Context: an optimization exercise on an open-source flow, tuned for small area, a short achievable clock period and few clock cycles per item. The choices shown serve that exercise and are no tape-out recipe.
Where RTL was checked, it was by simulation tests only, not by an equivalence proof against the original.

Setup of 05-01:
Design HitTest, start of the top module:
module HitTest(
    input clk,
    input rst,
    input start,
    input rsel,
    input [15:0] x,
    input [15:0] y,
    input [15:0] notex,
    input [15:0] notey,
    input signed [15:0] indx,
    input signed [15:0] indy,
    output valJR,
    output valE,
    output valr,
    output valR,
    output reg ready
);
reg [16:0] nax, nay, nbx, nby;
reg rs;
wire [16:0] dax, day, dbx, dby;
wire [15:0] nx = ~x, ny = ~y;    
RippleSub subax(.np(nx), .c(notex), .nd(dax));
RippleSub subay(.np(ny), .c(notey), .nd(day));
RippleSub subbx(.np(nx), .c(indx), .nd(dbx));
RippleSub subby(.np(ny), .c(indy), .nd(dby));
always @(posedge clk) begin
    ready <= start & ~rst;
    nax <= dax;
    nay <= day;
    nbx <= dbx;
    nby <= dby;
    rs <= rsel;
end
Calvalid calvN(.na(nax), .nb(nay), .rsel(rs), .inJR(valJR), .inE(valE), .inR(valr));
CalvalidR calvI(.na(nbx), .nb(nby), .rsel(rs), .inR(valR));
endmodule
Settings: LEC_CHECK=0, CAP_MARGIN=20, CORE_MARGIN=2, CORE_UTILIZATION=60, CTS_BUF_LIST=sky130_fd_sc_hd__clkbuf_8, SETUP_SLACK_MARGIN=2.5, SLEW_MARGIN=20, SYNTH_HIERARCHICAL=1, SYNTH_MINIMUM_KEEP_SIZE=0; clock period 10.0 ns.
standard.sh (not shown) runs the stock make flow with config.mk's settings and CLKGATE_MAP_FILE= SYNTH_SCRIPT=/design/flow/synth_recipe.tcl, a recipe that flattens the netlist after the stock synthesis.
==> flow/flow/run.sh <==
#!/bin/bash
set -euo pipefail
B="BUFFER_PORTS_ARGS=-buffer_cell sky130_fd_sc_hd__buf_1"
R=orfs/results/sky130hd/HitTest/base
bash standard.sh "$B" floorplan > standard_floorplan.log 2>&1
cat > upsize.tcl <<EOT
read_liberty $FLOW_HOME/platforms/sky130hd/lib/sky130_fd_sc_hd__tt_025C_1v80.lib
read_db $R/2_floorplan.odb
set n 0
foreach inst [[ord::get_db_block] getInsts] {
  set name [\$inst getName]
  if {[[\$inst getMaster] getName] eq "sky130_fd_sc_hd__dfxtp_1" && [string match {n[ab][xy]*} \$name]} {
    replace_cell \$name sky130_fd_sc_hd__dfxtp_4
    incr n
  }
}
puts "upsized \$n registers"
write_db $R/2_floorplan.odb
EOT
openroad -no_init -exit upsize.tcl > upsize.log 2>&1
bash standard.sh "$B" finish > standard_finish.log 2>&1
05-01 has completed all stages; timing, DRC and antenna checks passed.
Testbench counts of 05-01, summed over its fixed seeds: cycles 16,000, items 16,000.
Changes in 10-03 relative to 05-01:
Settings: CTS_BUF_LIST removed (was sky130_fd_sc_hd__clkbuf_8).
[compare] base=05-01 new=10-03: count of fill cells added during filler insertion fell 16, antenna violation net count after detailed routing barely changed. Routed wire length ends up higher on 10-03. Flip-flop and latch count across 10-03 and 05-01: no real change. When 10-03 is set beside 05-01, its proportion of cell area occupied by multi-input gates turns out to be 0.44 points smaller. On shortest clock period the worst path allows after layout, the lower figure sits with 10-03, not 05-01. [compare] base=05-01 new=10-03: worst setup slack went up by 0.027 ns. Vias after detailed routing: 10-03 vs 05-01, no meaningful difference.


Another version of the RTL of HitTest (not shown whole).
Size in the first run: roughly 1800 cells after synthesis, about 110 I/O pins.
## HitTest
module HitTest(
    input clk,
    input rst,
    input start,
    input rsel,
    input [15:0] x,
    input [15:0] y,
    input [15:0] notex,
    input [15:0] notey,
    input signed [15:0] indx,
    input signed [15:0] indy,
    output valJR,
    output valE,
    output valr,
    output valR,
    output reg ready
);
reg [16:0] nax, nay, nbx, nby;
reg rs;
wire [16:0] dax, day, dbx, dby;
wire [15:0] nx = ~x, ny = ~y;    
RippleSub subax(.np(nx), .c(notex), .nd(dax));
RippleSub subay(.np(ny), .c(notey), .nd(day));
RippleSub subbx(.np(nx), .c(indx), .nd(dbx));
RippleSub subby(.np(ny), .c(indy), .nd(dby));
always @(posedge clk) begin
    ready <= start & ~rst;
    nax <= dax;
    nay <= day;
    nbx <= dbx;
    nby <= dby;
    rs <= rsel;
end
Calvalid calvN(.na(nax), .nb(nay), .rsel(rs), .inJR(valJR), .inE(valE), .inR(valr));
CalvalidR calvI(.na(nbx), .nb(nby), .rsel(rs), .inR(valR));
endmodule
clock: 10.0 ns
lec_check: 0
cap_margin: 20
core_margin: 2
core_utilization: 60
setup_slack_margin: 2.5
slew_margin: 20
synth_hierarchical: 1
synth_minimum_keep_size: 0
==> flow/flow/run.sh <==
#!/bin/bash
set -euo pipefail
B="BUFFER_PORTS_ARGS=-buffer_cell sky130_fd_sc_hd__buf_1"
R=orfs/results/sky130hd/HitTest/base
bash standard.sh "$B" place > standard_place.log 2>&1
cat > upsize.tcl <<EOT
read_liberty $FLOW_HOME/platforms/sky130hd/lib/sky130_fd_sc_hd__tt_025C_1v80.lib
read_db $R/3_place.odb
set n 0
foreach inst [[ord::get_db_block] getInsts] {
  set name [\$inst getName]
  if {[[\$inst getMaster] getName] eq "sky130_fd_sc_hd__dfxtp_1" && [string match {n[ab][xy]*} \$name]} {
    replace_cell \$name sky130_fd_sc_hd__dfxtp_4
    incr n
  }
}
puts "upsized \$n registers"
detailed_placement
check_placement -verbose
write_db $R/3_place.odb
EOT
openroad -no_init -exit upsize.tcl > upsize.log 2>&1
bash standard.sh "$B" finish > standard_finish.log 2>&1
Rerun with:
--- a/flow/flow/run.sh
+++ b/flow/flow/run.sh
@@ -4,6 +4,6 @@
 R=orfs/results/sky130hd/HitTest/base
-bash standard.sh "$B" place > standard_place.log 2>&1
+bash standard.sh "$B" floorplan > standard_floorplan.log 2>&1
 cat > upsize.tcl <<EOT
 read_liberty $FLOW_HOME/platforms/sky130hd/lib/sky130_fd_sc_hd__tt_025C_1v80.lib
-read_db $R/3_place.odb
+read_db $R/2_floorplan.odb
 set n 0
@@ -17,5 +17,3 @@
 puts "upsized \$n registers"
-detailed_placement
-check_placement -verbose
-write_db $R/3_place.odb
+write_db $R/2_floorplan.odb
 EOT
Outcome: Sequential cell count does not change. Global-route usage goes down by 1.2 points. Design area is about the same. Die area stays the same.
No functional check of the RTL was part of any run of this note.

## separate check: timing with driven ports
No port has a modelled driver above. Below, the same layouts with a new extraction and two added sets of constraints. Step 1 (the two cells are an assumption about what drives the block):
set clk [get_ports {clk}]
set_driving_cell -lib_cell sky130_fd_sc_hd__clkbuf_16 $clk
set_driving_cell -lib_cell sky130_fd_sc_hd__buf_2 [delete_from_list [all_inputs] $clk]
Step 2, shift: input delay + t, output delay - t, t = (earliest + latest rising clock arrival at the registers) / 2. This alone moves slack from input paths to output paths. Slacks: no drivers / after step 1 / after step 2; pairs: no drivers / after step 1.
| run | t, ns | slack for setup (ns) | worst setup path at the end |
|---|---|---|---|
| 05-01 | 0.401 | 2.850 / 2.809 / 3.210 | register to output |
| 10-03 | 0.382 | 2.877 / 2.831 / 3.213 | register to output |
| the first run of note 2 | 0.385 | 2.851 / 2.806 / 3.191 | register to output |
| the second run of note 2 | 0.387 | 2.887 / 2.843 / 3.229 | register to output |
After both steps every run listed still meets setup and hold.
